This design comes from an exercise in tuning for small area and a short achievable clock period on the open sky130 flow, not from production work.
The RTL was checked by simulation tests, not by an equivalence proof against the original design.
No activity file was given, so power comes from the tool's default toggle rates.

File: design/flow/design.v
`timescale 1ns / 1ps
module DataPath16BitCpu_Clean(Clk,Reset,Restart,Ins,Mem_Out,PC,A,ALU_Out,B,MemWrite);
    input Clk;                           
    input Reset;                         
    input Restart;                       
    input [15:0] Ins;                    
    input [15:0] Mem_Out;                
    output [15:0] PC;                    
    output [15:0] A;                     
    output [15:0] ALU_Out;               
    output [15:0] B;                     
    output MemWrite;                     
    wire [3:0] op = Ins[15:12];
    wire [3:0] rs = Ins[11:8];
    wire [3:0] rt = Ins[7:4];
    wire [3:0] rd = Ins[3:0];
    wire is_lw  = (op == 4'd8);
    wire is_sw  = (op == 4'd10);
    wire is_bne = (op == 4'd14);
    wire is_jmp = (op == 4'd15);
    wire is_r   = (op == 4'd0) | (op == 4'd1) | (op == 4'd2) | (op == 4'd6) | (op == 4'd7);
    wire we     = is_r | is_lw;
    wire [3:0] wa = op[3] ? rt : rd;     
    assign MemWrite = is_sw;
    wire [15:0] C;                       
    wire [15:0] wsel;                    
    wire [15:0] V;                       
    wire [255:0] Rf;
    genvar i;
    generate
        for (i = 0; i < 16; i = i + 1) begin : dec
            assign wsel[i] = we & (wa == i);
        end
    endgenerate
    genvar j;
    generate
        for (j = 0; j < 16; j = j + 1) begin : rf
            reg [15:0] q;
            always @(posedge Clk)
                if (wsel[j]) q <= C;
            assign Rf[j*16 +: 16] = q;
        end
    endgenerate
    reg [15:0] Vr;
    always @(posedge Clk or negedge Reset)
        if (~Reset) Vr <= 16'd0;
        else Vr <= Vr | wsel;
    assign V = Vr;
    RdPort    rdA  (.a(rs), .V(V), .Rf(Rf), .y(A));
    RdPort    rdB  (.a(rt), .V(V), .Rf(Rf), .y(B));
    AddrGen   agen (.A(A), .off(Ins[3:0]), .y(ALU_Out));
    wire ne;
    ALU16     alu  (.op(op), .A(A), .B(B), .Mem_Out(Mem_Out), .C(C), .ne(ne));
    reg [15:0] PCr;
    wire [15:0] PC_Next;
    PCNext    pcn  (.PC(PCr), .Ins(Ins), .taken(is_bne & ne), .jmp(is_jmp), .nxt(PC_Next));
    always @(posedge Clk or negedge Restart)
        if (~Restart) PCr <= 16'd0;
        else PCr <= PC_Next;
    assign PC = PCr;
endmodule
module RdPort(a, V, Rf, y);
    input [3:0] a;
    input [15:0] V;
    input [255:0] Rf;
    output [15:0] y;
    wire [15:0] s;
    genvar b, k;
    generate
        for (k = 0; k < 16; k = k + 1) begin : dec
            assign s[k] = (a == k) & V[k];
        end
        for (b = 0; b < 16; b = b + 1) begin : bit_
            wire [5:0] p;
            for (k = 0; k < 5; k = k + 1) begin : grp
                assign p[k] = (s[3*k] & Rf[(3*k)*16 + b]) | (s[3*k+1] & Rf[(3*k+1)*16 + b])
                            | (s[3*k+2] & Rf[(3*k+2)*16 + b]);
            end
            assign p[5] = s[15] & Rf[15*16 + b];
            assign y[b] = (p[0] | p[1] | p[2]) | (p[3] | p[4] | p[5]);
        end
    endgenerate
endmodule
module AddrGen(A, off, y);
    input [15:0] A;
    input [3:0] off;
    output [15:0] y;
    wire [3:0] g = A[3:0] & off;
    wire [3:0] p = A[3:0] ^ off;
    wire c1 = g[0];
    wire c2 = g[1] | (p[1] & g[0]);
    wire c3 = g[2] | (p[2] & g[1]) | (p[2] & p[1] & g[0]);
    wire c4 = g[3] | (p[3] & g[2]) | (p[3] & p[2] & g[1]) | (p[3] & p[2] & p[1] & g[0]);
    wire [15:4] ones, zeros;             
    assign ones[4] = 1'b1;
    assign zeros[4] = 1'b1;
    genvar i;
    generate
        for (i = 5; i < 16; i = i + 1) begin : pfx
            assign ones[i]  = &A[i-1:4];
            assign zeros[i] = ~|A[i-1:4];
        end
    endgenerate
    wire [15:4] hi1 = off[3] ? A[15:4] : A[15:4] ^ ones;     
    wire [15:4] hi0 = off[3] ? A[15:4] ^ zeros : A[15:4];    
    assign y = {c4 ? hi1 : hi0, p ^ {c3, c2, c1, 1'b0}};
endmodule
module ALU16(op, A, B, Mem_Out, C, ne);
    input [3:0] op;
    input [15:0] A, B, Mem_Out;
    output [15:0] C;
    output ne;
    wire sub = op[2];                    
    wire [15:0] y = B ^ {16{sub}};
    wire [15:0] sum;
    Add16 add (.a(A), .b(y), .ci(sub), .s(sum), .ne(ne));   
    reg [15:0] res;
    always @(*)
        case (op[2:0])
            3'd0: res = A & B;
            3'd1: res = A | B;
            3'd7: res = {16{sum[15]}};
            default: res = sum;          
        endcase
    assign C = op[3] ? Mem_Out : res;    
endmodule
module PCNext(PC, Ins, taken, jmp, nxt);
    input [15:0] PC;
    input [15:0] Ins;
    input taken, jmp;
    output [15:0] nxt;
    wire [4:0] k = taken ? {Ins[3], Ins[3:0]} + 5'd1 : 5'd1;    
    assign nxt = jmp ? Ins : PC + {{11{k[4]}}, k};
endmodule
module Add16(a, b, ci, s, ne);
    input [15:0] a, b;
    input ci;
    output [15:0] s;
    output ne;                           
    assign s = a + b + {15'd0, ci};
    assign ne = ~&(a ^ b);
endmodule
File: design/flow/flow/run.sh
#!/bin/bash
# Layout flow: the standard flow (standard.sh) with these changes:
#  - synthesis is the standard flow's synthesis script (flow/synth.tcl) with other ABC
#    mapping scripts: modules on the input-to-output paths (RdPort AddrGen Add16) are mapped
#    for delay (flow/fast.abc), the rest for area (flow/area.abc); the
#    half/full-adder extraction is off. Registers are unchanged.
#  - port buffers are plain buf_4 cells;
#  - setup repair aims for a slack margin of 5 ns.
# Each step's full output goes to its own log file here.
set -euo pipefail
F=$(pwd)/flow
MY_ABC_SCRIPT=$F/area.abc MY_ABC_FAST_SCRIPT=$F/fast.abc MY_ABC_FAST_MODULES="RdPort AddrGen Add16" \
  bash standard.sh SYNTH_SCRIPT=$F/synth.tcl ADDER_MAP_FILE= SYNTH_HIERARCHICAL=1 SYNTH_MINIMUM_KEEP_SIZE=0 synth > synth.log 2>&1
bash standard.sh "BUFFER_PORTS_ARGS=-buffer_cell sky130_fd_sc_hd__buf_4" SETUP_SLACK_MARGIN=5  "CTS_ARGS=-sink_clustering_enable -repair_clock_nets -dont_use_dummy_load -buf_list {sky130_fd_sc_hd__clkbuf_4 sky130_fd_sc_hd__clkbuf_8} -sink_clustering_size 20 -sink_clustering_max_diameter 50" "BUFFER_PORTS_ARGS=-buffer_cell sky130_fd_sc_hd__buf_2" finish > layout.log 2>&1
File: design/flow/flow/area.abc
strash; dc2; &get -n; &dch -f; &nf -R 1000; &put
File: design/flow/flow/fast.abc
&get -n; &st; &dch; &nf; &put
File: design/flow/flow/synth.tcl
# The standard flow's synthesis script (synth_recipe.tcl) with one change: the ABC mapping
# script. MY_ABC_SCRIPT replaces ORFS's script; with SYNTH_HIERARCHICAL 1, the
# modules named in MY_ABC_FAST_MODULES are mapped with MY_ABC_FAST_SCRIPT
# instead. Registers are not touched by ABC.
proc synth {args} { yosys synth -nofsm -noshare {*}$args }
proc abc {args} {
  set i [lsearch -exact $args -script]
  if { $i < 0 || ![info exists ::env(MY_ABC_SCRIPT)] } {
    yosys abc {*}$args
    return
  }
  set fast {}
  if { [info exists ::env(MY_ABC_FAST_MODULES)] } { set fast $::env(MY_ABC_FAST_MODULES) }
  if { [llength $fast] > 0 } {
    set fargs $args
    lset fargs [expr {$i + 1}] $::env(MY_ABC_FAST_SCRIPT)
    yosys abc {*}$fargs {*}$fast
    # the rest: ABC leaves the cells mapped above alone
    lset args [expr {$i + 1}] $::env(MY_ABC_SCRIPT)
    yosys abc {*}$args
  } else {
    lset args [expr {$i + 1}] $::env(MY_ABC_SCRIPT)
    yosys abc {*}$args
  }
}
source $::env(SCRIPTS_DIR)/synth.tcl
# left out here: clear keep_hierarchy, flatten, clean up, hide names made inside functions, write 1_2_yosys.v
File: design/flow/standard.sh
#!/bin/bash
# synth_recipe.tcl (not shown) runs the flow's synth.tcl, then flattens the netlist and writes it again
# the make line also repeats each setting of config.mk as NAME=value (left out here)
make -C /OpenROAD-flow-scripts/flow DESIGN_CONFIG=/design/flow/config.mk WORK_HOME=/design/flow/orfs CLKGATE_MAP_FILE= SYNTH_SCRIPT=/design/flow/synth_recipe.tcl "${@:-finish}"
File: design/flow/config.mk
export PLATFORM = sky130hd
export DESIGN_NAME = DataPath16BitCpu_Clean
export DESIGN_NICKNAME = DataPath16BitCpu_Clean
export VERILOG_FILES = /design/flow/design.v
export SDC_FILE = /design/flow/constraint.sdc
export NUM_CORES = 4
export LEC_CHECK = 0
export CAP_MARGIN = 20
export CORE_MARGIN = 2
export CORE_UTILIZATION = 40
export PLACE_DENSITY = 0.6
export SLEW_MARGIN = 20
File: design/flow/constraint.sdc
create_clock -name core_clock -period 14.0 [get_ports {Clk}]
set_input_delay 2.8000 -clock core_clock [delete_from_list [all_inputs] [get_ports {Clk}]]
set_output_delay 2.8000 -clock core_clock [all_outputs]
set_load 0.01 [all_outputs]
==> results.toml, run 1 <==
[timing]
final-setup-viol-count = 0
relSlewSlack_pct = 22.5
holdWs_ns = 0.496
finalClockSkew_ns = 0.0901
layout_setup_ws_ns = 5.18
worstMarginPinSlew_ns = 1.16
fin_crit_ns = 8.82
finalCritPeriodShare_pct = 63.0
max_freq_mhz = 113
rsz0062_at_grt = "false"
drv_slew = 0
fin_setup_tns_ns = 0
hold_viol_final = 0

[detailed_routing]
routed_via_density = 6.56
vias = 11476
drt-initial-drc-count = 2194
first_pass_iters = 10
drt_wl_total_um = 49000
ant_nets = 0
drc_errors = 0
drt-wirelength-per-cell_um = 28.0

[placed_design]
hpwl_um = 31500
pre_cts_ws_ns = 3.86
io_buffer_count = 99
placed_cells = 1698
gp_congestion = 0.934
place_area_sq_um = 15400

[grt]
overflow = 0
antenna_found_initial = 0
grt_pass1_wl_um = 70100
grt_start_max_net_pins = 45
grt_pass1_vias = 10919
grt_use_total_pct = 26.4

[logic_synthesis]
post-synth-top-area-cell = "edfxtp_1"
yosysUniqueCellTypes = 43
synthTopCellsByArea = "edfxtp_1, a222oi_1, dfrtp_1"
ys_ff_latch = 288
syn_avg_cell_area_sq_um = 12.7
synth-warning-count = 8
yosysTopAreaCellShare_pct = 55.3
syn_nets = 1132
synth_cells = 1097
seq_area_frac_synth_pct = 61.1
netlist_area_sq_um = 13900

[flow_run]
maxCapViolCount = 0

[finish]
fillCellCount = 3108
drive_above_1_share_pct = 19.9
area_growth_syn_to_layout_pct = 16.7
instances_no_fill = 1750
final_area_sq_um = 16200
nets = 1331
utilization_pct = 47.2

[clock_network]
path_clk_slew_ns = 0.05
clkSinkCount = 288
cts_tree = "done"
insertion_delay_ns = 0.58
clockBufferDepth = 3
hold_buffers = 0
h-tree-depth = 2
root_buffer = "clkbuf_8"
cts_inserted_buffers = 34

[run_status]
status = "no timing/DRC/antenna violations"

[min_path]
hold_path_class = "flop to flop"
hp-start = "Vr[9]$_DFF_PN0_"

[setup_path]
crit_path_end_kind = "output port"
critPathMaxFanout = 16
rr_startpoint = "Vr[1]$_DFF_PN0_"
critPathLaunch = "Ins[8]"
path_class = "input pin to output port"
arrival_ns = 6.02
start_kind = "input pin"
crit_required_ns = 11.20

[power]
cellPowerDensity_nw_per_um2 = 146
intPower_mw = 1.55
vdd_drop_max_uv = 60.4
switching_share_pct = 34.2
seqPwrFrac_pct = 46.5
power.switching_uw = 808
combPwrFrac_pct = 32.4
power_leakage_nw = 5.63
finalPower_mw = 2.36
clkPwrFrac_pct = 21.1

[die]
die-area_sq_um = 36300
die_w_um = 190
fp.dieH_um = 190
io_pins = 100
start_util_pct = 40.4
core_area_sq_um = 34400
rows = 68
[timing repair]
item / CTS / global route
gates cloned: 0 / 0
gates resized for setup: 39 / 45
setup buffers: 2 / 14
endpoints found under the hold margin: 0 / 0
setup endpoints to repair: 16 / 14
pin swaps: 1 / 21
[critical path, stage by stage]
cell	delay, ns
buf_2	0.14
and2_0	0.22
and3_4	0.29
a222oi_1	0.49
nand3_1	0.25
or2_0	0.25
buf_4	0.19
nor4b_4	0.29
nor4bb_4	0.24
buf_4	0.19
nand2b_1	0.05
mux2_1	0.30
xnor2_1	0.14
buf_2	0.17
[routing by layer]
layer / global-route usage (%) / part of all wire [%] / vias up
li1: - / - / 4954
met1: 35.8 / 40 / 5688
met2: 41.1 / 45 / 721
met3: 5.34 / 11 / 113
met4: 11.7 / 4.6 / 0
met5: 0 / 0 / -
[layout make-up]
class,count,area (sq um),area share (%)
Inverter,3,11.3,0.0694
Tap cell,455,569,3.51
Multi-Input combinational cell,806,5700,35.1
Antenna cell,1,2.50,0.0154
Sequential cell,288,8490,52.3
Clock buffer,34,468,2.89
Timing Repair Buffer,163,980,6.04
[state kept, by name (all words and copies together) (netlist names)]
register / cells
Vr: 16
rf.q: 256
PCr: 16
[path summary, 6_finish.rpt]
path | slack, ns | endpoint | cells past startpoint
min in group asynchronous | 2.17 | Vr[2]$_DFF_PN0_ | 1
max | 5.18 | ALU_Out[13] | 14
min reg2reg | 0.50 | Vr[9]$_DFF_PN0_ | 1
max reg2reg | 7.55 | PCr[14]$_DFF_PN0_ | 31
min | 0.50 | Vr[9]$_DFF_PN0_ | 1
max in group asynchronous | 11.47 | PCr[5]$_DFF_PN0_ | 1
[power groups by stage]
stage	combinational, mW	clock (mW)	sequential, mW
CTS	0.723	0.506	1.10
global route	0.828	0.537	1.10
detailed placement	0.707	0	1.11
finish	0.765	0.498	1.10
global placement	0.701	0	1.11
floorplan	0.417	0	1.11
[synth_stat cells]
cell type  count
xor2_1        34
a21o_1         2
a21boi_0       1
nor2_1        75
a22o_1         1
edfxtp_1     256
a21oi_1       38
a31oi_1        1
o21ai_0       42
and4_1         1
and2_0        10
mux2_1         9
nor4bb_1       2
nor3b_1        3
nor3_1         6
xnor2_1       51
or4_1          1
o211ai_1       2
nor4b_1        2
nand2b_1       7
nor4_1         3
o211a_1        1
o21a_1         1
a2111oi_0      2
nand3b_1       1
a222oi_1     160
or2_0         51
and3_1        34
a211oi_1       2
o21ba_1        1
nand3_1       75
o31ai_1       17
nand2_1      120
maj3_1        17
nand4_1        5
mux2i_1       12
o221ai_1       1
dfrtp_1       32
a41oi_1        2
nor2b_1       11
clkinv_1       3
a221oi_1       1
o41ai_1        1
[logic make-up after synthesis]
logic type | share of synthesized area (%)
buffers and inverters | 0.0810
adders and majority gates | 1.22
and+or+nand+nor | 14.2
DFF | 61.1
muxes | 1.59
AOI/OAI and AO/OA | 16.4
xor gates and xnor gates | 5.36
[modules after synthesis, one instance, submodules excluded]
module	times used	area, sq um	cells inside
DataPath16BitCpu_Clean	1	8830	348
RdPort	2	1270	168
PCNext	1	694	125
Add16	1	684	111
ALU16	1	642	102
AddrGen	1	512	75
[placed cells by master, fill, tap and decap left out, drive strengths merged, types with 5 or more instances in the layout]
master | synthesis | routed
mux2 | 9 | 9
buf | 0 | 163
or2 | 51 | 51
and2 | 10 | 10
nor2b | 11 | 11
nor2 | 75 | 75
nand4 | 5 | 5
dfrtp | 32 | 32
and3 | 34 | 34
a222oi | 160 | 160
nand2b | 7 | 7
xnor2 | 51 | 51
edfxtp | 256 | 256
nand3 | 75 | 75
a21oi | 38 | 38
o21ai | 42 | 42
o31ai | 17 | 17
mux2i | 12 | 12
nor3 | 6 | 6
xor2 | 34 | 34
nand2 | 120 | 120
maj3 | 17 | 17
clkbuf | 0 | 34
==> run 2, diff against run 1 <==
--- a/design/flow/config.mk
+++ b/design/flow/config.mk
@@ -8,5 +8,5 @@
 export CAP_MARGIN = 20
 export CORE_MARGIN = 2
-export CORE_UTILIZATION = 40
-export PLACE_DENSITY = 0.6
+export CORE_UTILIZATION = 55
+export PLACE_DENSITY = 0.7
 export SLEW_MARGIN = 20
==> run 2 against run 1 <==
  * Still clean
  * Clock skew down 0.017 ns
  * Count of clock-buffer cells in the layout down 6
  * Synthesized cell count unchanged
  * Clock power down 12%
  * Wire length down 7.5%
  * Critical path type unchanged
==> results.toml, run 2 <==
[run_status]
status = "no timing/DRC/antenna violations"

[setup_path]
critPathSlowestCell = "a222oi_1"
path_cells = "buf_2 > and2_0 > and3_2 > a222oi_1 > nand3_1 > or2_1 > xnor2_1 > o21ai_1 > a21o_2 > mux2_1 > xnor2_1 > buf_2"
rr_startpoint = "Vr[0]$_DFF_PN0_"
critPathLaunch = "Ins[8]"
start_kind = "input pin"
critical_path.endpoint = "ALU_Out[13]"
rr_endpoint = "PCr[14]$_DFF_PN0_"
critPathMaxFanout = 16
arrival_ns = 6.08
crit_required_ns = 11.20
r2r_cells = 31
ff2ff_setup_slack_ns = 7.50
crit_path_end_kind = "output port"
path_class = "input pin to output port"
critPathMaxStageDelay_ns = 0.43

[logic_synthesis]
yosysUniqueCellTypes = 43
synthFlopType = "edfxtp_1"
synthTopCellsByCount = "edfxtp_1, a222oi_1, nand2_1, nand3_1, nor2_1"
async_flop_share_pct = 11.1
ys_ff_latch = 288
synth-warning-count = 8
synth-edff-count = 256
post-synth-top-count-cell = "edfxtp_1"
synth_cells = 1097
netlist_area_sq_um = 13900
seq_area_frac_synth_pct = 61.1
syn_avg_cell_area_sq_um = 12.7
synthTopCellsByArea = "edfxtp_1, a222oi_1, dfrtp_1"
post-synth-top-area-cell = "edfxtp_1"
syn_nets = 1132
yosysTopAreaCellShare_pct = 55.3

[detailed_routing]
drc_errors = 0
drt-wirelength-per-cell_um = 28.4
vias = 11506
ant_nets = 0
first_pass_iters = 10
drt-initial-drc-count = 2182
routed_via_density = 7.22
drt_wl_total_um = 45300

[timing]
fin_setup_tns_ns = 0
fin_crit_ns = 8.88
worstMarginPinSlew_ns = 1.22
final-setup-viol-count = 0
hold_viol_final = 0
relSlewSlack_pct = 18.2
max_freq_mhz = 113
finalClockSkew_ns = 0.0730
finalCritPeriodShare_pct = 63.5
rsz0062_at_grt = "true"
holdWs_ns = 0.507
drv_slew = 0

[finish]
nets = 1300
fillCellCount = 1943
final_area_sq_um = 15900
area_growth_syn_to_layout_pct = 14.4
final_common_cell = "edfxtp_1"
top_register = "rf.q"
utilization_pct = 63.7
drive_above_1_share_pct = 19.6
reg_top3 = "rf.q (256), PCr (16), Vr (16)"
regArea_sq_um = 8490
layout_common_cells = "edfxtp_1, a222oi_1, nand2_1"
multi_input_area_sq_um = 5800
largest_reg_flops = 256

[power]
power.switching_uw = 786
power_leakage_nw = 5.48
intPower_mw = 1.51
clkPwrFrac_pct = 19.0
combPwrFrac_pct = 33.3
switching_share_pct = 34.2
vdd_drop_max_uv = 89.4
cellPowerDensity_nw_per_um2 = 145
seqPwrFrac_pct = 47.7

[die]
start_util_pct = 55.7
fp.dieH_um = 163
die_w_um = 163
io_pins = 100
core_area_sq_um = 25000
rows = 58
die-area_sq_um = 26600

[clock_network]
clockBufferDepth = 3
cts_inserted_buffers = 28
h-tree-depth = 1
path_clk_slew_ns = 0.08
hold_buffers = 0
insertion_delay_ns = 0.60
cts_tree = "done"
root_buffer = "clkbuf_8"
clkSinkCount = 288

[placed_design]
hpwl_um = 29300
gp_congestion = 0.967
place_area_sq_um = 15100
io_buffer_count = 99

[grt]
grt_pass1_wl_um = 65900
grt_use_total_pct = 33.7
grt_start_max_net_pins = 45
overflow = 0
antenna_found_initial = 0
grt_pass1_vias = 10663

[min_path]
hold_path_class = "flop to flop"

[flow_run]
maxCapViolCount = 0
run 2: cell count changes in the layout (fill, tap and decap cells not counted), sizes merged:
cell | previous run | this run
buf | 163 | 138
clkbuf | 34 | 28
run 2: worst min-delay path by stage:
stage	cells after the start	startpoint	slack [ns]	to
finish	1	Vr[13]$_DFF_PN0_	0.51	Vr[13]$_DFF_PN0_
CTS	1	Vr[13]$_DFF_PN0_	0.50	Vr[13]$_DFF_PN0_
floorplan	1	Vr[0]$_DFF_PN0_	0.45	Vr[0]$_DFF_PN0_
detailed placement	1	Vr[3]$_DFF_PN0_	0.48	Vr[3]$_DFF_PN0_
global route	1	Vr[2]$_DFF_PN0_	0.53	Vr[2]$_DFF_PN0_
global placement	1	Vr[3]$_DFF_PN0_	0.48	Vr[3]$_DFF_PN0_
run 2: repair_timing:
item / CTS / global route
pin swaps: 0 / 18
resized for setup: 46 / 47
endpoints found under the setup margin: 14 / 13
setup buffers: 0 / 10
run 2: per-stage QoR:
stage                     cells  setup slack [ns]  total power, mW
after floorplan            1097              5.35             1.53
after global placement     1552              4.07             1.80
after detailed placement   1554              3.96             1.81
after CTS                  1582              4.99             2.25
after global routing       1593              4.89             2.40
final                      1594              5.12             2.30
run 2: cell type report:
class | count | share of cell area, %
sequential | 288 | 53.4
timing repair buffer | 138 | 5.07
clock buffer | 28 | 2.42
antenna | 1 | 0.0157
multi-input combinational | 806 | 36.4
tap | 330 | 2.60
inverter | 3 | 0.0708
run 2: layer usage:
metal | vias up | share of wire, % | track usage [%]
li1 | 4889 | - | -
met1 | 5609 | 38 | 46.8
met2 | 883 | 44 | 51.3
met3 | 125 | 13 | 7.66
met4 | 0 | 4.6 | 14.8
met5 | - | 0 | 0
run 2: worst max-delay path, delay by kind of cell:
kind,cells,cell delay (ns)
and+or+nand+nor,4,1.31
buffers and inverters,2,0.30
muxes,1,0.35
AOI/OAI and AO/OA,3,0.87
xor gates and xnor gates,2,0.45
run 2: cell families after synthesis:
logic type	Yosys count	share of synthesized area, %
fa+ha+maj	17	1.22
simple gates	407	14.2
mux	21	1.59
xor+xnor	85	5.36
buf+inv	3	0.0810
flops	288	61.1
compound gates	276	16.4
run 2: power by group through the flow:
stage | sequential (mW) | clock, mW | combinational, mW
6_report | 1.10 | 0.437 | 0.766
5_1_grt | 1.10 | 0.473 | 0.828
4_1_cts | 1.09 | 0.440 | 0.715
3_5_place_dp | 1.11 | 0 | 0.699
3_3_place_gp | 1.11 | 0 | 0.692
2_1_floorplan | 1.11 | 0 | 0.417
run 2: Yosys stat by module, one instance, submodules excluded:
module | copies in the design | cells inside
PCNext | 1 | 125
AddrGen | 1 | 75
Add16 | 1 | 111
ALU16 | 1 | 102
DataPath16BitCpu_Clean | 1 | 348
RdPort | 2 | 168
==> run 3, diff against run 2 <==
==> design/flow/flow/run.sh (replaced) <==
#!/bin/bash
# Layout flow: the standard flow (standard.sh) with these changes:
#  - synthesis is the standard flow's synthesis script (flow/synth.tcl) with other ABC
#    mapping scripts: modules on the input-to-output paths (RdPort AddrGen) are mapped
#    for delay (flow/fast.abc), the rest for area (flow/area.abc); the
#    half/full-adder extraction is off. Registers are unchanged.
#  - port buffers are plain buf_4 cells;
#  - setup repair aims for a slack margin of 5 ns.
# Each step's full output goes to its own log file here.
set -euo pipefail
F=$(pwd)/flow
MY_ABC_SCRIPT=$F/area.abc MY_ABC_FAST_SCRIPT=$F/fast.abc MY_ABC_FAST_MODULES="RdPort AddrGen" \
  bash standard.sh SYNTH_SCRIPT=$F/synth.tcl ADDER_MAP_FILE= SYNTH_HIERARCHICAL=1 SYNTH_MINIMUM_KEEP_SIZE=0 synth > synth.log 2>&1
bash standard.sh "BUFFER_PORTS_ARGS=-buffer_cell sky130_fd_sc_hd__buf_4" SETUP_SLACK_MARGIN=5  "CTS_ARGS=-sink_clustering_enable -repair_clock_nets -dont_use_dummy_load -buf_list {sky130_fd_sc_hd__clkbuf_4 sky130_fd_sc_hd__clkbuf_8} -sink_clustering_size 20 -sink_clustering_max_diameter 50" "BUFFER_PORTS_ARGS=-buffer_cell sky130_fd_sc_hd__buf_2" finish > layout.log 2>&1
==> run 3 against run 2 <==
  * First-iteration DRC count up 8.8%
  * Highest routed layer unchanged
  * Combinational power is about 10% lower
  * Critical path type unchanged
  * Final area down 1.1%
  * Clock power increased by 0.9%
==> results.toml, run 3 <==
[power]
power.switching_uw = 738
intPower_mw = 1.48
finalPower_mw = 2.22
power_leakage_nw = 5.44
clkPwrFrac_pct = 19.8
cellPowerDensity_nw_per_um2 = 141
vdd_drop_max_uv = 90.1
combPwrFrac_pct = 30.9
switching_share_pct = 33.2
seqPwrFrac_pct = 49.3

[finish]
largest_reg_flops = 256
final_common_cell = "edfxtp_1"
multi_input_area_sq_um = 5620
regArea_sq_um = 8490
layout_common_cells = "edfxtp_1, a222oi_1, nand2_1"
fillCellCount = 1852
reg_top3 = "rf.q (256), PCr (16), Vr (16)"
n_antenna_cell = 0
drive_above_1_share_pct = 18.8
area_growth_syn_to_layout_pct = 14.0
nets = 1283
top_register = "rf.q"
instances_no_fill = 1570

[detailed_routing]
drt-wirelength-per-cell_um = 28.9
vias = 11370
drt_wl_total_um = 45300
first_pass_iters = 10
ant_nets = 0
drt-initial-drc-count = 2375
routed_via_density = 7.24
drc_errors = 0

[run_status]
status = "no timing/DRC/antenna violations"

[grt]
grt_pass1_wl_um = 66200
grt_use_total_pct = 33.9
grt_start_max_net_pins = 45
grt_pass1_vias = 10887
antenna_found_initial = 0
overflow = 0

[setup_path]
critPathMaxFanout = 16
crit_path_end_kind = "output port"
arrival_ns = 6.10
start_kind = "input pin"
rr_startpoint = "Vr[8]$_DFF_PN0_"
rr_endpoint = "PCr[14]$_DFF_PN0_"
crit_required_ns = 11.20
critPathMaxStageDelay_ns = 0.45
r2r_cells = 31
path_cells = "buf_2 > and2_0 > and3_4 > a222oi_1 > nand3_1 > or2_4 > xnor2_1 > o21ai_0 > a21o_2 > mux2i_1 > xnor2_1 > buf_2"
ff2ff_setup_slack_ns = 7.52
path_class = "input pin to output port"
critPathSlowestCell = "a222oi_1"

[clock_network]
h-tree-depth = 1
path_clk_slew_ns = 0.07
insertion_delay_ns = 0.60
cts_tree = "done"
cts_inserted_buffers = 28
clockBufferDepth = 3
clkSinkCount = 288
root_buffer = "clkbuf_8"

[logic_synthesis]
yosysUniqueCellTypes = 39
synthTopCellsByArea = "edfxtp_1, a222oi_1, dfrtp_1"
async_flop_share_pct = 11.1
synthFlopType = "edfxtp_1"
synth-edff-count = 256
syn_avg_cell_area_sq_um = 12.8
ys_ff_latch = 288
synth-warning-count = 8
post-synth-top-count-cell = "edfxtp_1"
syn_nets = 1115
seq_area_frac_synth_pct = 61.6
post-synth-top-area-cell = "edfxtp_1"
netlist_area_sq_um = 13800
synthTopCellsByCount = "edfxtp_1, a222oi_1, nand2_1, nor2_1, nand3_1"
synth_cells = 1080
yosysTopAreaCellShare_pct = 55.7

[timing]
fin_setup_tns_ns = 0
finalClockSkew_ns = 0.0564
max_freq_mhz = 112
finalCritPeriodShare_pct = 63.6
worstMarginPinSlew_ns = 1.11
final-setup-viol-count = 0
holdWs_ns = 0.518
layout_setup_ws_ns = 5.10
hold_viol_final = 0
relSlewSlack_pct = 25.8
rsz0062_at_grt = "true"
drv_slew = 0
fin_crit_ns = 8.90

[placed_design]
io_buffer_count = 99
gp_congestion = 0.928
placed_cells = 1533
hpwl_um = 28800
pre_cts_ws_ns = 3.87

[min_path]
hold_path_class = "flop to flop"
min_to = "Vr[15]$_DFF_PN0_"
hp-start = "Vr[15]$_DFF_PN0_"
whs_path_depth = 1

[flow_run]
maxCapViolCount = 0

[die]
fp.dieH_um = 162
die_w_um = 162
rows = 57
start_util_pct = 56.4
core_area_sq_um = 24500
die-area_sq_um = 26400
io_pins = 100
==> run 3: final cells by class <==
class / instances / area share (%)
repair buffers: 138 / 5.13
multi-input cells: 787 / 35.7
well taps: 324 / 2.58
flip-flops and latches: 288 / 54.0
clock buffers: 28 / 2.45
inverters: 5 / 0.119
==> run 3: metal layers <==
layer / vias to the layer above / routed length (um) / track usage, % / part of all wire [%]
met5: - / 0 / 1.14 / 0
met3: 116 / 6040 / 7.72 / 13
met1: 5533 / 16900 / 46.2 / 37
li1: 4807 / - / - / -
met2: 914 / 20300 / 52.3 / 45
met4: 0 / 1980 / 15.5 / 4.4
==> run 3: metrics by stage <==
step | cell area, sq um | utilization (%)
after floorplan | 13800 | -
after global placement | 14900 | 61.0
after detailed placement | 15000 | 61.1
after CTS | 15400 | 63.0
after global routing | 15700 | 64.3
final | 15700 | 64.3
==> run 3: kinds of logic (layout without fill, tap and decap cells) <==
logic type	Yosys count	in the layout	synth area share, %
compound gates	257	257	15.8
xor+xnor	80	80	5.08
fa+ha+maj	16	16	1.16
buf+inv	5	171	0.136
flops	288	288	61.6
mux	21	21	1.61
simple gates	413	413	14.6
==> run 3: per-module statistics from Yosys, one instance, submodules excluded <==
module	copies in the design	flops+latches	cells inside	area [sq um]
ALU16	1	0	102	642
Add16	1	0	94	574
AddrGen	1	0	75	512
DataPath16BitCpu_Clean	1	288	348	8830
PCNext	1	0	125	694
RdPort	2	0	168	1270
==> run 3: power by group through the flow <==
stage | clock network, mW | registers (mW) | logic, mW
2_1_floorplan | 0 | 1.11 | 0.389
3_3_place_gp | 0 | 1.11 | 0.631
3_5_place_dp | 0 | 1.11 | 0.639
4_1_cts | 0.442 | 1.09 | 0.647
5_1_grt | 0.474 | 1.10 | 0.738
6_report | 0.441 | 1.09 | 0.686
==> run 3: what timing repair did <==
item,in CTS,in global routing
buffers inserted,0,8
gates resized for setup,47,64
pin swaps,0,18
setup endpoints to repair,17,255
hold buffers,0,0
==> run 3: worst max path at each step <==
stage,start,to,cells after the start
after CTS,Ins[8],ALU_Out[13],12
after global placement,Ins[9],PCr[14]$_DFF_PN0_,32
after global routing,Ins[4],PCr[14]$_DFF_PN0_,31
final,Ins[8],ALU_Out[8],12
after detailed placement,Ins[9],PCr[14]$_DFF_PN0_,32
after floorplan,Ins[10],ALU_Out[13],10
==> run 3: critical path, delay by kind of cell <==
family	cells	cell delay (ns)
and+or+nand+nor	4	1.22
xor gates and xnor gates	2	0.39
muxes	1	0.30
buffers and inverters	2	0.33
AOI/OAI and AO/OA	3	1.05
==> run 4, diff against run 3 <==
==> design/flow/flow/area.abc (replaced) <==
strash; dc2; &get -n; &dch -f; &nf -R 1000; &put; mfs2 -W 4; strash; dc2; &get -n; &dch -f; &nf -R 1000; &put
==> run 4 against run 3 <==
  * Count of clock-buffer cells in the layout did not move
  * Via count increased by 3.5%
  * Synthesized cell count is 2.8% lower
  * Wire length increased by 10%
  * Synthesized area decreased by 0.71%
  * Global-route usage grew 1.4 points
  * Critical path type unchanged
  * Largest cell class unchanged
  * Largest power group unchanged
  * Highest routed layer unchanged
==> results.toml, run 4 <==
[power]
clkPwrFrac_pct = 19.3
intPower_mw = 1.53
combPwrFrac_pct = 32.9
vdd_drop_max_uv = 101
cellPowerDensity_nw_per_um2 = 140
power.switching_uw = 768
switching_share_pct = 33.4
power_leakage_nw = 5.71
seqPwrFrac_pct = 47.9

[die]
io_pins = 100
die-area_sq_um = 26200
start_util_pct = 56.1
die_w_um = 162
core_area_sq_um = 24400
fp.dieH_um = 162
rows = 57

[logic_synthesis]
synth_cells = 1050
synthFlopType = "edfxtp_1"
ys_ff_latch = 288
synth-edff-count = 256
netlist_area_sq_um = 13700
synth-warning-count = 8
yosysTopAreaCellShare_pct = 56.1
yosysUniqueCellTypes = 38
seq_area_frac_synth_pct = 62.0
post-synth-top-count-cell = "edfxtp_1"
syn_avg_cell_area_sq_um = 13.0
synthTopCellsByCount = "edfxtp_1, a222oi_1, nand2_1, nand3_1, nor2_1"
post-synth-top-area-cell = "edfxtp_1"
syn_nets = 1085
async_flop_share_pct = 11.1
synthTopCellsByArea = "edfxtp_1, a222oi_1, dfrtp_1"

[setup_path]
rr_startpoint = "Vr[11]$_DFF_PN0_"
r2r_cells = 28
cpMostUsedCell = "buf_2"
critPathSlowestCell = "a222oi_1"
start_kind = "input pin"
arrival_ns = 6.05
path_class = "input pin to output port"
critPathMaxFanout = 16
crit_family = "simple AND/OR/NAND/NOR gates"
rr_endpoint = "PCr[15]$_DFF_PN0_"
path_cells = "buf_2 > and2_0 > and3_4 > a222oi_1 > nand3_1 > or2_0 > buf_4 > nor4b_2 > nor4bb_4 > nand3b_1 > mux2i_2 > xor2_1 > buf_2"
critPathMaxStageDelay_ns = 0.44
crit_path_end_kind = "output port"
worst-path-buf-inv = 3
ff2ff_setup_slack_ns = 7.33
crit_required_ns = 11.20

[min_path]
hp-start = "Vr[10]$_DFF_PN0_"
hold_path_class = "flop to flop"
min_to = "Vr[10]$_DFF_PN0_"
whs_path_depth = 1

[detailed_routing]
drt-wirelength-per-cell_um = 31.7
first_pass_iters = 10
drt_wl_total_um = 49800
ant_nets = 0
vias = 11772
drt-initial-drc-count = 2586
routed_via_density = 7.48
drc_errors = 0

[finish]
utilization_pct = 67.5
nets = 1287
top_register = "rf.q"
largest_reg_flops = 256
area_growth_syn_to_layout_pct = 20.3
n_antenna_cell = 0
layout_common_cells = "edfxtp_1, a222oi_1, nand2_1"
drive_above_1_share_pct = 24.2
final_common_cell = "edfxtp_1"
fillCellCount = 1792
reg_top3 = "rf.q (256), PCr (16), Vr (16)"

[clock_network]
clkSinkCount = 288
hold_buffers = 0
root_buffer = "clkbuf_8"
cts_inserted_buffers = 28
cts_tree = "done"
clockBufferDepth = 3
path_clk_slew_ns = 0.05
h-tree-depth = 1
insertion_delay_ns = 0.62

[placed_design]
pre_cts_ws_ns = 3.29
gp_congestion = 0.905
hpwl_um = 28800
io_buffer_count = 99

[timing]
hold_viol_final = 0
worstMarginPinSlew_ns = 1.21
finalCritPeriodShare_pct = 63.2
fin_setup_tns_ns = 0
relSlewSlack_pct = 19.3
final-setup-viol-count = 0
rsz0062_at_grt = "true"
finalClockSkew_ns = 0.0806
max_freq_mhz = 113
drv_slew = 0
fin_crit_ns = 8.85
layout_setup_ws_ns = 5.15

[flow_run]
maxCapViolCount = 0

[grt]
grt_start_max_net_pins = 44
grt_pass1_wl_um = 68000
overflow = 0
antenna_found_initial = 0
grt_pass1_vias = 10924
grt_use_total_pct = 35.3

[run_status]
status = "no timing/DRC/antenna violations"
==> run 4: power by group through the flow <==
stage	registers (mW)	logic (mW)	clock network [mW]
2_1_floorplan	1.11	0.379	0
3_3_place_gp	1.11	0.596	0
3_5_place_dp	1.11	0.604	0
4_1_cts	1.09	0.690	0.442
5_1_grt	1.11	0.798	0.472
6_report	1.10	0.755	0.443
==> run 4: layer usage <==
layer	wire, um	vias to the layer above	track usage (%)
met2	21000	1175	52.8
met3	8650	216	10.1
met4	2930	0	16.0
met5	0	-	0
li1	-	4776	-
met1	17300	5605	48.4
==> run 4: how the worst max path moves through the flow <==
stage	to	slack [ns]	start	depth (start not counted)
3_3_place_gp	rf[0].q[14]$_DFFE_PP_	3.46	Ins[5]	32
3_5_place_dp	rf[0].q[14]$_DFFE_PP_	3.29	Ins[5]	33
4_1_cts	PCr[15]$_DFF_PN0_	4.98	Ins[9]	29
2_1_floorplan	rf[0].q[0]$_DFFE_PP_	5.07	Ins[6]	32
6_report	ALU_Out[15]	5.15	Ins[10]	13
5_1_grt	rf[8].q[1]$_DFFE_PP_	4.85	Ins[5]	35
==> run 4: layout make-up <==
class	count	area, sq um	share of cell area [%]
multi-input cells	763	5860	35.6
inverters	5	18.8	0.114
flip-flops and latches	288	8490	51.5
well taps	324	405	2.46
repair buffers	166	1310	7.96
clock buffers	28	385	2.34
==> run 4: kinds of logic (layout without fill, tap and decap cells) <==
logic type | after synthesis | in the layout | synth area share (%)
compound gates | 259 | 259 | 15.8
xor+xnor | 84 | 84 | 5.47
fa+ha+maj | 21 | 21 | 1.54
buf+inv | 5 | 199 | 0.137
flops | 288 | 288 | 62.0
mux | 21 | 21 | 1.61
simple gates | 372 | 378 | 13.4
==> run 4: what timing repair did <==
item                                    CTS  global route
resized for setup                        77            81
endpoints found under the setup margin  276           267
cloned                                    0             6
pin swaps                                17            36
buffers inserted                         16            21
==> run 4: Yosys stat by module (local to each module, per instance) <==
module	copies in the design	flip-flops and latches	cell area, sq um
AddrGen	1	0	512
PCNext	1	0	671
ALU16	1	0	642
DataPath16BitCpu_Clean	1	288	8830
RdPort	2	0	1270
Add16	1	0	505
==> run 4: metrics by stage <==
stage	area, sq um	cells	hold slack [ns]	power, mW
final	16500	1574	0.518	2.30
after global routing	16500	1574	0.543	2.38
after CTS	15900	1547	0.511	2.22
after detailed placement	14900	1503	0.486	1.71
after global placement	14900	1503	0.490	1.70
after floorplan	13800	1050	0.449	1.49
==> run 4: worst register-to-register path: cells and delay by family (launching register included) <==
family,cells,cell delay (ns)
simple gates,12,2.26
fa+ha+maj,4,1.52
compound gates,7,1.27
xor+xnor,4,0.69
flops,1,0.51
mux,1,0.29
==> run 5, diff against run 4 <==
--- a/design/flow/flow/run.sh
+++ b/design/flow/flow/run.sh
@@ -12,3 +12,3 @@
 MY_ABC_SCRIPT=$F/area.abc MY_ABC_FAST_SCRIPT=$F/fast.abc MY_ABC_FAST_MODULES="RdPort AddrGen" \
   bash standard.sh SYNTH_SCRIPT=$F/synth.tcl ADDER_MAP_FILE= SYNTH_HIERARCHICAL=1 SYNTH_MINIMUM_KEEP_SIZE=0 synth > synth.log 2>&1
-bash standard.sh "BUFFER_PORTS_ARGS=-buffer_cell sky130_fd_sc_hd__buf_4" SETUP_SLACK_MARGIN=5  "CTS_ARGS=-sink_clustering_enable -repair_clock_nets -dont_use_dummy_load -buf_list {sky130_fd_sc_hd__clkbuf_4 sky130_fd_sc_hd__clkbuf_8} -sink_clustering_size 20 -sink_clustering_max_diameter 50" "BUFFER_PORTS_ARGS=-buffer_cell sky130_fd_sc_hd__buf_2" finish > layout.log 2>&1
+bash standard.sh "BUFFER_PORTS_ARGS=-buffer_cell sky130_fd_sc_hd__buf_4" SETUP_SLACK_MARGIN=5  "CTS_ARGS=-sink_clustering_enable -repair_clock_nets -dont_use_dummy_load -buf_list {sky130_fd_sc_hd__clkbuf_4 sky130_fd_sc_hd__clkbuf_8} -sink_clustering_size 20 -sink_clustering_max_diameter 50" "BUFFER_PORTS_ARGS=-buffer_cell sky130_fd_sc_hd__buf_1" finish > layout.log 2>&1
==> run 5 against run 4 <==
  * Critical path type unchanged
  * Synthesized area unchanged
  * Sequential power about the same
  * Hold slack improved by 0.016 ns
  * Final cell count is 0.32% lower
  * Still clean on timing, DRC and antenna
  * First-iteration DRC count is 1.2% higher
  * Final area is 1.5% lower
  * Non-clock buffer count fell by 10
  * Wire length about the same
  * Global-route usage decreased by 0.53 points
  * Via count down 0.65%
==> results.toml, run 5 <==
[detailed_routing]
drc_errors = 0
drt-wirelength-per-cell_um = 31.8
vias = 11695
first_pass_iters = 12
routed_via_density = 7.45
drt_wl_total_um = 49900
ant_nets = 0
drt-initial-drc-count = 2617

[power]
power.switching_uw = 765
vdd_drop_max_uv = 97.4
seqPwrFrac_pct = 48.5
cellPowerDensity_nw_per_um2 = 141
finalPower_mw = 2.28
switching_share_pct = 33.5
power_leakage_nw = 5.36
clkPwrFrac_pct = 19.4
intPower_mw = 1.52
combPwrFrac_pct = 32.2

[die]
io_pins = 100
die-area_sq_um = 26200
fp.dieH_um = 162
start_util_pct = 56.1
core_area_sq_um = 24400
rows = 57
die_w_um = 162

[placed_design]
io_buffer_count = 99
placed_cells = 1504
pre_cts_ws_ns = 3.25
gp_congestion = 0.882
hpwl_um = 28400

[timing]
layout_setup_ws_ns = 5.06
max_freq_mhz = 112
drv_slew = 0
finalClockSkew_ns = 0.103
fin_crit_ns = 8.94
fin_setup_tns_ns = 0
hold_viol_final = 0
worstMarginPinSlew_ns = 1.00
rsz0062_at_grt = "true"
relSlewSlack_pct = 33.3
final-setup-viol-count = 0
finalCritPeriodShare_pct = 63.9

[finish]
reg_top3 = "rf.q (256), PCr (16), Vr (16)"
area_growth_syn_to_layout_pct = 18.6
largest_reg_flops = 256
drive_above_1_share_pct = 16.8
layout_common_cells = "edfxtp_1, a222oi_1, nand2_1"
top_register = "rf.q"
multi_input_area_sq_um = 5920
regArea_sq_um = 8490
instances_no_fill = 1569
final_common_cell = "edfxtp_1"
nets = 1281
fillCellCount = 1805

[setup_path]
crit_required_ns = 11.20
path_class = "input pin to output port"
critPathSlowestCell = "nor4_1"
critPathMaxStageDelay_ns = 0.64
path_cells = "buf_1 > nor2b_1 > and3_1 > buf_4 > a222oi_1 > nand3_1 > or2_0 > buf_4 > nand4_1 > nor4_1 > nand4_1 > mux2i_2 > xor2_1 > buf_1"
critPathMaxFanout = 16
ff2ff_setup_slack_ns = 7.28
start_kind = "input pin"
arrival_ns = 6.14
crit_path_end_kind = "output port"

[logic_synthesis]
yosysUniqueCellTypes = 38
syn_avg_cell_area_sq_um = 13.0
synth-warning-count = 8
syn_nets = 1085
netlist_area_sq_um = 13700
seq_area_frac_synth_pct = 62.0
synthTopCellsByCount = "edfxtp_1, a222oi_1, nand2_1, nand3_1, nor2_1"
post-synth-top-count-cell = "edfxtp_1"
post-synth-top-area-cell = "edfxtp_1"
async_flop_share_pct = 11.1
synthFlopType = "edfxtp_1"
synth_cells = 1050
synthTopCellsByArea = "edfxtp_1, a222oi_1, dfrtp_1"
synth-edff-count = 256
yosysTopAreaCellShare_pct = 56.1
ys_ff_latch = 288

[run_status]
status = "no timing/DRC/antenna violations"

[clock_network]
clkSinkCount = 288
insertion_delay_ns = 0.63
root_buffer = "clkbuf_8"
hold_buffers = 0
path_clk_slew_ns = 0.05
clockBufferDepth = 3
cts_inserted_buffers = 29
h-tree-depth = 1
cts_tree = "done"

[grt]
grt_use_total_pct = 34.8
antenna_found_initial = 1
grt_start_max_net_pins = 44
grt_pass1_wl_um = 66700
grt_pass1_vias = 10751
overflow = 0

[min_path]
hold_path_class = "flop to flop"

[flow_run]
maxCapViolCount = 0
run 5: cell counts after synthesis:
No cell type changed its count.
run 5: power by group through the flow:
stage,registers (mW),logic (mW),clock network [mW]
detailed placement,1.11,0.585,0
global route,1.11,0.778,0.479
finish,1.11,0.734,0.442
global placement,1.11,0.577,0
CTS,1.10,0.643,0.446
floorplan,1.11,0.379,0
run 5: critical path, delay by kind of cell:
kind | cells | cell delay, ns
AND/OR/NAND/NOR | 7 | 1.73
AO/OA/AOI/OAI | 1 | 0.17
multiplexers | 1 | 0.31
XOR/XNOR | 1 | 0.19
buffers and inverters | 4 | 0.93
run 5: cell families (layout without fill, tap and decap cells):
group,count (synthesis),count (layout),share of synthesized area (%)
mux,21,21,1.61
other cells,0,1,0
xor+xnor,84,84,5.47
buf+inv,5,190,0.137
simple gates,372,381,13.4
fa+ha+maj,21,21,1.54
flops,288,288,62.0
compound gates,259,259,15.8
run 5: layer usage:
metal / track usage (%) / up-vias / wire length (um)
li1: - / 4780 / -
met2: 53.8 / 1124 / 21300
met3: 9.83 / 296 / 8030
met1: 44.7 / 5495 / 17000
met4: 19.0 / 0 / 3580
met5: 0.568 / - / 0
run 5: path summary, 6_finish.rpt:
kind / from / end / cells past startpoint
setup / recovery: Ins[11] / ALU_Out[15] / 14
hold / removal: Vr[9]$_DFF_PN0_ / Vr[9]$_DFF_PN0_ / 1
setup reg to reg: Vr[2]$_DFF_PN0_ / PCr[15]$_DFF_PN0_ / 29
hold reg to reg: Vr[9]$_DFF_PN0_ / Vr[9]$_DFF_PN0_ / 1
max in group asynchronous: Restart / PCr[15]$_DFF_PN0_ / 1
min in group asynchronous: Reset / Vr[8]$_DFF_PN0_ / 1
run 5: repair_timing:
item | CTS | global route
resized for setup | 82 | 101
setup endpoints to repair | 275 | 270
cloned | 0 | 9
buffers inserted | 10 | 16
pin swaps | 14 | 45
run 5: final cells by class:
| type | instances | area share (%) |
|---|---|---|
| repair buffers | 156 | 6.15 |
| multi-input cells | 766 | 36.5 |
| diodes | 1 | 0.0154 |
| well taps | 324 | 2.50 |
| clock buffers | 29 | 2.46 |
| inverters | 5 | 0.116 |
| flip-flops and latches | 288 | 52.3 |
run 5: through the flow:
stage / instance area (sq um) / hold WS [ns] / utilization, %
6_report: 16200 / 0.534 / 66.5
3_3_place_gp: 14800 / 0.487 / 60.7
5_1_grt: 16200 / 0.540 / 66.5
4_1_cts: 15600 / 0.512 / 64.1
3_5_place_dp: 14800 / 0.491 / 60.7
2_1_floorplan: 13800 / 0.449 / -
run 5: modules after synthesis (local to each module, per instance):
module                  flip-flops and latches  copies in the design  cells  cell area [sq um]
Add16                                        0                     1     77                505
RdPort                                       0                     2    168               1270
PCNext                                       0                     1    110                671
DataPath16BitCpu_Clean                     288                     1    350               8830
ALU16                                        0                     1    102                642
AddrGen                                      0                     1     75                512
==> run 6, diff against run 5 <==
==> design/flow/flow/area.abc (replaced) <==
strash; dc2; &get -n; &dch -f; &nf -R 1000; &put
==> run 6 against run 5 <==
  * Critical path depth fell by 2
  * Sequential cell count did not move
  * Via count fell by 3.6%
  * Largest cell class unchanged
  * Sequential share of layout area rose by 2.3 points
  * Register-to-register slack improved by 0.17 ns
  * Worst setup slack improved by 0.052 ns
  * Power fell by 4.1%
  * Sequential power barely moved
  * Utilization fell by 3.0 points
  * Critical path type unchanged
  * Count of clock-buffer cells in the layout fell by 2
  * Global-route usage fell by 1.9 points
==> results.toml, run 6 <==
[run_status]
status = "no timing/DRC/antenna violations"

[die]
start_util_pct = 56.4
core_area_sq_um = 24500
rows = 57
die_w_um = 162
die-area_sq_um = 26400
fp.dieH_um = 162
io_pins = 100

[detailed_routing]
vias = 11277
drt-initial-drc-count = 2128
ant_nets = 0
routed_via_density = 7.18
drt-wirelength-per-cell_um = 28.7
drc_errors = 0
first_pass_iters = 11
drt_wl_total_um = 45100

[grt]
antenna_found_initial = 1
grt_start_max_net_pins = 45
overflow = 0
grt_pass1_vias = 10605
grt_pass1_wl_um = 64200
grt_use_total_pct = 32.9

[finish]
drive_above_1_share_pct = 10.9
utilization_pct = 63.6
fillCellCount = 1905
final_common_cell = "edfxtp_1"
layout_common_cells = "edfxtp_1, a222oi_1, nand2_1"
final_area_sq_um = 15600
largest_reg_flops = 256
nets = 1281
area_growth_syn_to_layout_pct = 12.8
reg_top3 = "rf.q (256), PCr (16), Vr (16)"
top_register = "rf.q"

[placed_design]
io_buffer_count = 99
gp_congestion = 0.953
hpwl_um = 28600
pre_cts_ws_ns = 3.89
place_area_sq_um = 14800

[setup_path]
cpMostUsedCell = "buf_1"
path_class = "input pin to output port"
crit_required_ns = 11.20
critPathSlowestCell = "and3_4"
crit_path_end_kind = "output port"
path_cells = "buf_1 > nor2b_1 > and3_4 > a222oi_1 > nand3_1 > or2_1 > nand2_1 > o21ai_2 > a21o_2 > mux2i_1 > xnor2_1 > buf_1"
start_kind = "input pin"
critPathMaxFanout = 16
arrival_ns = 6.09
critPathMaxStageDelay_ns = 0.44

[timing]
rsz0062_at_grt = "true"
relSlewSlack_pct = 22.8
finalCritPeriodShare_pct = 63.5
drv_slew = 0
finalClockSkew_ns = 0.0847
final-setup-viol-count = 0
max_freq_mhz = 113
hold_viol_final = 0
fin_crit_ns = 8.89
layout_setup_ws_ns = 5.11
fin_setup_tns_ns = 0
worstMarginPinSlew_ns = 1.16

[power]
combPwrFrac_pct = 30.2
vdd_drop_max_uv = 106
cellPowerDensity_nw_per_um2 = 141
switching_share_pct = 33.5
power_leakage_nw = 5.12
clkPwrFrac_pct = 19.8
power.switching_uw = 734
intPower_mw = 1.46
seqPwrFrac_pct = 50.1

[logic_synthesis]
yosysTopAreaCellShare_pct = 55.7
netlist_area_sq_um = 13800
synthTopCellsByCount = "edfxtp_1, a222oi_1, nand2_1, nor2_1, nand3_1"
synthFlopType = "edfxtp_1"
async_flop_share_pct = 11.1
post-synth-top-area-cell = "edfxtp_1"
synth-edff-count = 256
synth-warning-count = 8
synth_cells = 1080
syn_avg_cell_area_sq_um = 12.8
yosysUniqueCellTypes = 39
seq_area_frac_synth_pct = 61.6
synthTopCellsByArea = "edfxtp_1, a222oi_1, dfrtp_1"
ys_ff_latch = 288
post-synth-top-count-cell = "edfxtp_1"
syn_nets = 1115

[clock_network]
root_buffer = "clkbuf_8"
cts_inserted_buffers = 27
insertion_delay_ns = 0.61
cts_tree = "done"
hold_buffers = 0
h-tree-depth = 1
clockBufferDepth = 3
path_clk_slew_ns = 0.06
clkSinkCount = 288

[min_path]
hold_path_class = "flop to flop"

[flow_run]
maxCapViolCount = 0
==> run 6: cell types whose count changed after synthesis, moves of 3 or more <==
cell      delta
maj3_1       -5
nand2b_1     +4
nor2_1      +16
xnor2_1      -8
xor2_1       +5
o221ai_1     +3
a21oi_1      +3
a31oi_1      +3
o21ai_0     -13
nand2_1     +13
and2_0       +5
==> run 6: power by group through the flow <==
stage / Clock [mW] / Sequential, mW / Combinational, mW
after floorplan: 0 / 1.11 / 0.389
after global placement: 0 / 1.11 / 0.613
after detailed placement: 0 / 1.11 / 0.622
after CTS: 0.435 / 1.09 / 0.630
after global routing: 0.465 / 1.10 / 0.715
final: 0.433 / 1.10 / 0.661
==> run 6: modules after synthesis (local to each module, per instance) <==
| module | flip-flops and latches | cell area, sq um | times used | cells |
|---|---|---|---|---|
| Add16 | 0 | 574 | 1 | 94 |
| PCNext | 0 | 694 | 1 | 125 |
| AddrGen | 0 | 512 | 1 | 75 |
| ALU16 | 0 | 642 | 1 | 102 |
| DataPath16BitCpu_Clean | 288 | 8830 | 1 | 348 |
| RdPort | 0 | 1270 | 2 | 168 |
==> run 6: routing by layer <==
layer	vias up	part of all wire [%]	track usage, %
met3	143	13	5.88
met2	861	45	50.7
met5	-	0.029	0
met1	5466	37	45.0
met4	2	5.7	17.4
li1	4805	-	-
==> run 6: cell type report <==
class                           instances  area [sq um]  area share, %
Tap cell                              324           405           2.61
Clock buffer                           27           372           2.39
Inverter                                5          18.8          0.121
Antenna cell                            2          5.00         0.0322
Timing Repair Buffer                  135           649           4.17
Sequential cell                       288          8490           54.6
Multi-Input combinational cell        789          5620           36.1
==> run 6: critical path: cells and delay by family <==
family                 cells  cell delay [ns]
multiplexers               1             0.32
AO/OA/AOI/OAI              3             0.78
buffers and inverters      2             0.40
XOR/XNOR                   1             0.21
AND/OR/NAND/NOR            5             1.55
==> run 6: worst paths after layout <==
kind,from,to,slack (ns),cells past startpoint
worst max-delay path,Ins[9],ALU_Out[8],5.11,12
worst min-delay path,Vr[2]$_DFF_PN0_,Vr[2]$_DFF_PN0_,0.51,1
worst max register to register,Vr[8]$_DFF_PN0_,PCr[14]$_DFF_PN0_,7.45,30
worst min register to register,Vr[2]$_DFF_PN0_,Vr[2]$_DFF_PN0_,0.51,1
max in group asynchronous,Restart,PCr[10]$_DFF_PN0_,11.03,1
min in group asynchronous,Reset,Vr[8]$_DFF_PN0_,2.33,1
==> run 6: cell families after synthesis <==
kind of cell	synth area share (%)
compound gates	15.8
xor+xnor	5.08
fa+ha+maj	1.16
buf+inv	0.136
flops	61.6
mux	1.61
simple gates	14.6
==> run 6: per-stage QoR <==
step           std cells  power (mW)  hold WS, ns
6_report            1570        2.19        0.514
5_1_grt             1568        2.28        0.526
4_1_cts             1561        2.16        0.490
3_5_place_dp        1534        1.73        0.479
3_3_place_gp        1534        1.72        0.466
2_1_floorplan       1080        1.50        0.449
==> run 6: repair_timing <==
action / CTS / global route
setup endpoints to repair: 195 / 254
gates cloned: 0 / 2
resized for setup: 53 / 67
pin swaps: 0 / 19
setup buffers: 0 / 5
==> run 7, diff against run 6 <==
--- a/design/flow/config.mk
+++ b/design/flow/config.mk
@@ -8,5 +8,5 @@
 export CAP_MARGIN = 20
 export CORE_MARGIN = 2
-export CORE_UTILIZATION = 55
-export PLACE_DENSITY = 0.7
+export CORE_UTILIZATION = 60
+export PLACE_DENSITY = 0.75
 export SLEW_MARGIN = 20
==> run 7 against run 6 <==
  * Still clean on timing, DRC and antenna
  * Clock skew grew 0.016 ns
  * Synthesized cell count unchanged
  * Clock power down 2%
  * Register-to-register slack gained 0.08 ns
  * Worst setup slack got worse by 0.026 ns
  * Die area is 8.1% lower
  * Largest cell class unchanged
  * Highest routed layer is now met4
==> results.toml, run 7 <==
[logic_synthesis]
seq_area_frac_synth_pct = 61.6
synth-warning-count = 8
synth_cells = 1080
synth-edff-count = 256
post-synth-top-count-cell = "edfxtp_1"
synthTopCellsByCount = "edfxtp_1, a222oi_1, nand2_1, nor2_1, nand3_1"
ys_ff_latch = 288
synthFlopType = "edfxtp_1"
yosysTopAreaCellShare_pct = 55.7
post-synth-top-area-cell = "edfxtp_1"
syn_nets = 1115
synthTopCellsByArea = "edfxtp_1, a222oi_1, dfrtp_1"
syn_avg_cell_area_sq_um = 12.8
yosysUniqueCellTypes = 39
async_flop_share_pct = 11.1
netlist_area_sq_um = 13800

[die]
fp.dieH_um = 156
start_util_pct = 61.1
io_pins = 100
rows = 55
die_w_um = 156
die-area_sq_um = 24200
core_area_sq_um = 22600

[setup_path]
critPathMaxFanout = 16
start_kind = "input pin"
cpMostUsedCell = "buf_1"
critPathMaxStageDelay_ns = 0.44
worst-path-buf-inv = 2
crit_path_end_kind = "output port"
path_class = "input pin to output port"
arrival_ns = 6.11
critPathSlowestCell = "and3_4"
crit_family = "simple AND/OR/NAND/NOR gates"
crit_required_ns = 11.20
path_cells = "buf_1 > nor2b_1 > and3_4 > a222oi_1 > nand3_1 > or2_1 > nand2_1 > o21ai_2 > a21o_2 > mux2_1 > xnor2_1 > buf_1"

[timing]
worstMarginPinSlew_ns = 1.17
final-setup-viol-count = 0
finalCritPeriodShare_pct = 63.7
drv_slew = 0
hold_viol_final = 0
relSlewSlack_pct = 22.0
rsz0062_at_grt = "true"
fin_crit_ns = 8.91
finalClockSkew_ns = 0.101
fin_setup_tns_ns = 0
max_freq_mhz = 112

[grt]
antenna_found_initial = 0
overflow = 0
grt_use_total_pct = 35.9
grt_pass1_wl_um = 64500
grt_pass1_vias = 10803
grt_start_max_net_pins = 45

[finish]
drive_above_1_share_pct = 12.1
fillCellCount = 1651
layout_common_cells = "edfxtp_1, a222oi_1, nand2_1"
nets = 1288
final_area_sq_um = 15600
final_common_cell = "edfxtp_1"
regArea_sq_um = 8490
multi_input_area_sq_um = 5670
n_antenna_cell = 0
largest_reg_flops = 256
reg_top3 = "rf.q (256), PCr (16), Vr (16)"
utilization_pct = 69.3
area_growth_syn_to_layout_pct = 13.4
top_register = "rf.q"

[placed_design]
gp_congestion = 0.957
hpwl_um = 28000
io_buffer_count = 99
place_area_sq_um = 14800

[detailed_routing]
routed_via_density = 7.42
drt-initial-drc-count = 2313
first_pass_iters = 9
ant_nets = 0
drt_wl_total_um = 45000
drc_errors = 0
vias = 11397
drt-wirelength-per-cell_um = 29.3

[power]
cellPowerDensity_nw_per_um2 = 141
vdd_drop_max_uv = 98.7
intPower_mw = 1.46
clkPwrFrac_pct = 19.2
seqPwrFrac_pct = 49.7
combPwrFrac_pct = 31.1
power.switching_uw = 741
switching_share_pct = 33.7
power_leakage_nw = 5.18

[clock_network]
root_buffer = "clkbuf_8"
h-tree-depth = 1
cts_inserted_buffers = 26
path_clk_slew_ns = 0.06
clkSinkCount = 288
clockBufferDepth = 3
insertion_delay_ns = 0.61
cts_tree = "done"

[flow_run]
maxCapViolCount = 0

[min_path]
hold_path_class = "flop to flop"

[run_status]
status = "no timing/DRC/antenna violations"
==> run 7: cell counts after synthesis <==
Identical to the previous run, type by type.
==> run 7: logic make-up after synthesis <==
group	Yosys count	share of synthesized area, %
and+or+nand+nor	413	14.6
DFF	288	61.6
xor gates and xnor gates	80	5.08
adders and majority gates	16	1.16
muxes	21	1.61
buffers and inverters	5	0.136
AOI/OAI and AO/OA	257	15.8
==> run 7: cell type report <==
class	instances	area share, %
clock buffers	26	2.29
inverters	5	0.120
repair buffers	145	4.80
multi-input cells	787	36.2
flip-flops and latches	288	54.3
well taps	285	2.28
==> run 7: final timing paths <==
check	to	cells past startpoint	startpoint	slack, ns
worst max-delay path	ALU_Out[13]	12	Ins[10]	5.09
worst min-delay path	Vr[2]$_DFF_PN0_	1	Vr[2]$_DFF_PN0_	0.51
worst max register to register	PCr[14]$_DFF_PN0_	30	Vr[3]$_DFF_PN0_	7.53
worst min register to register	Vr[2]$_DFF_PN0_	1	Vr[2]$_DFF_PN0_	0.51
max in group asynchronous	PCr[12]$_DFF_PN0_	1	Restart	11.01
min in group asynchronous	Vr[8]$_DFF_PN0_	1	Reset	2.35
==> run 7: power by group through the flow <==
stage	clock, mW	combinational (mW)	sequential [mW]
final	0.423	0.686	1.09
after global routing	0.451	0.736	1.10
after CTS	0.424	0.636	1.09
after detailed placement	0	0.629	1.11
after global placement	0	0.619	1.11
after floorplan	0	0.389	1.11
==> run 7: repair_timing <==
action | in CTS | in global routing
endpoints found under the setup margin | 257 | 255
endpoints found under the hold margin | 0 | 0
gates resized for setup | 45 | 84
gates cloned | 0 | 0
pin swaps | 1 | 25
hold buffers | 0 | 0
buffers inserted | 0 | 11
==> run 7: modules after synthesis (local to each module, per instance) <==
module | cell area [sq um] | times used | cells | flip-flops and latches
Add16 | 574 | 1 | 94 | 0
RdPort | 1270 | 2 | 168 | 0
PCNext | 694 | 1 | 125 | 0
AddrGen | 512 | 1 | 75 | 0
ALU16 | 642 | 1 | 102 | 0
DataPath16BitCpu_Clean | 8830 | 1 | 348 | 288
==> run 7: per-stage QoR <==
stage / instances / hold WS (ns) / power [mW] / setup WS (ns)
4_1_cts: 1525 / 0.494 / 2.15 / 4.98
3_5_place_dp: 1499 / 0.480 / 1.74 / 3.90
5_1_grt: 1536 / 0.534 / 2.29 / 4.94
2_1_floorplan: 1080 / 0.449 / 1.50 / 5.54
3_3_place_gp: 1499 / 0.468 / 1.73 / 4.08
6_report: 1536 / 0.507 / 2.20 / 5.09
==> run 7: per-layer routing <==
layer	wire length, um	up-vias	global-route usage [%]
li1	-	4813	-
met1	15700	5414	46.7
met2	20000	991	55.0
met3	6250	179	9.11
met4	2940	0	21.3
met5	0	-	0

## separate check: timing with driven ports
The flow's constraints put no driver on any port. The routed layouts listed below were extracted and timed again, unchanged, in two steps. Step 1: set_driving_cell puts a clkbuf_16 on Clk and a buf_2 on each other input, an assumption about the parent block. Step 2 times the ports against the registers' clock, not the clock port: input delays grow and output delays shrink by t, the midpoint of the rising clock arrivals with the driver on. a / b / c = no drivers / after step 1 / after step 2; a / b = the first two.
| run | t, ns | setup slack, ns | worst setup path after step 2 |
|---|---|---|---|
| run 1 | 0.580 | 5.177 / 5.154 / 4.766 | input to register |
| run 2 | 0.613 | 5.115 / 5.092 / 4.774 | input to register |
| run 3 | 0.617 | 5.102 / 5.081 / 4.638 | input to register |
| run 4 | 0.623 | 5.153 / 5.134 / 4.636 | input to register |
| run 5 | 0.623 | 5.061 / 5.031 / 4.575 | input to register |
| run 6 | 0.619 | 5.113 / 5.090 / 4.567 | input to register |
| run 7 | 0.601 | 5.086 / 5.056 / 4.733 | input to register |
After both steps every run listed still meets setup and hold. For run 6, which loses most, drivers alone change the setup slack by -0.023 ns; drivers and shift together by -0.546 ns.
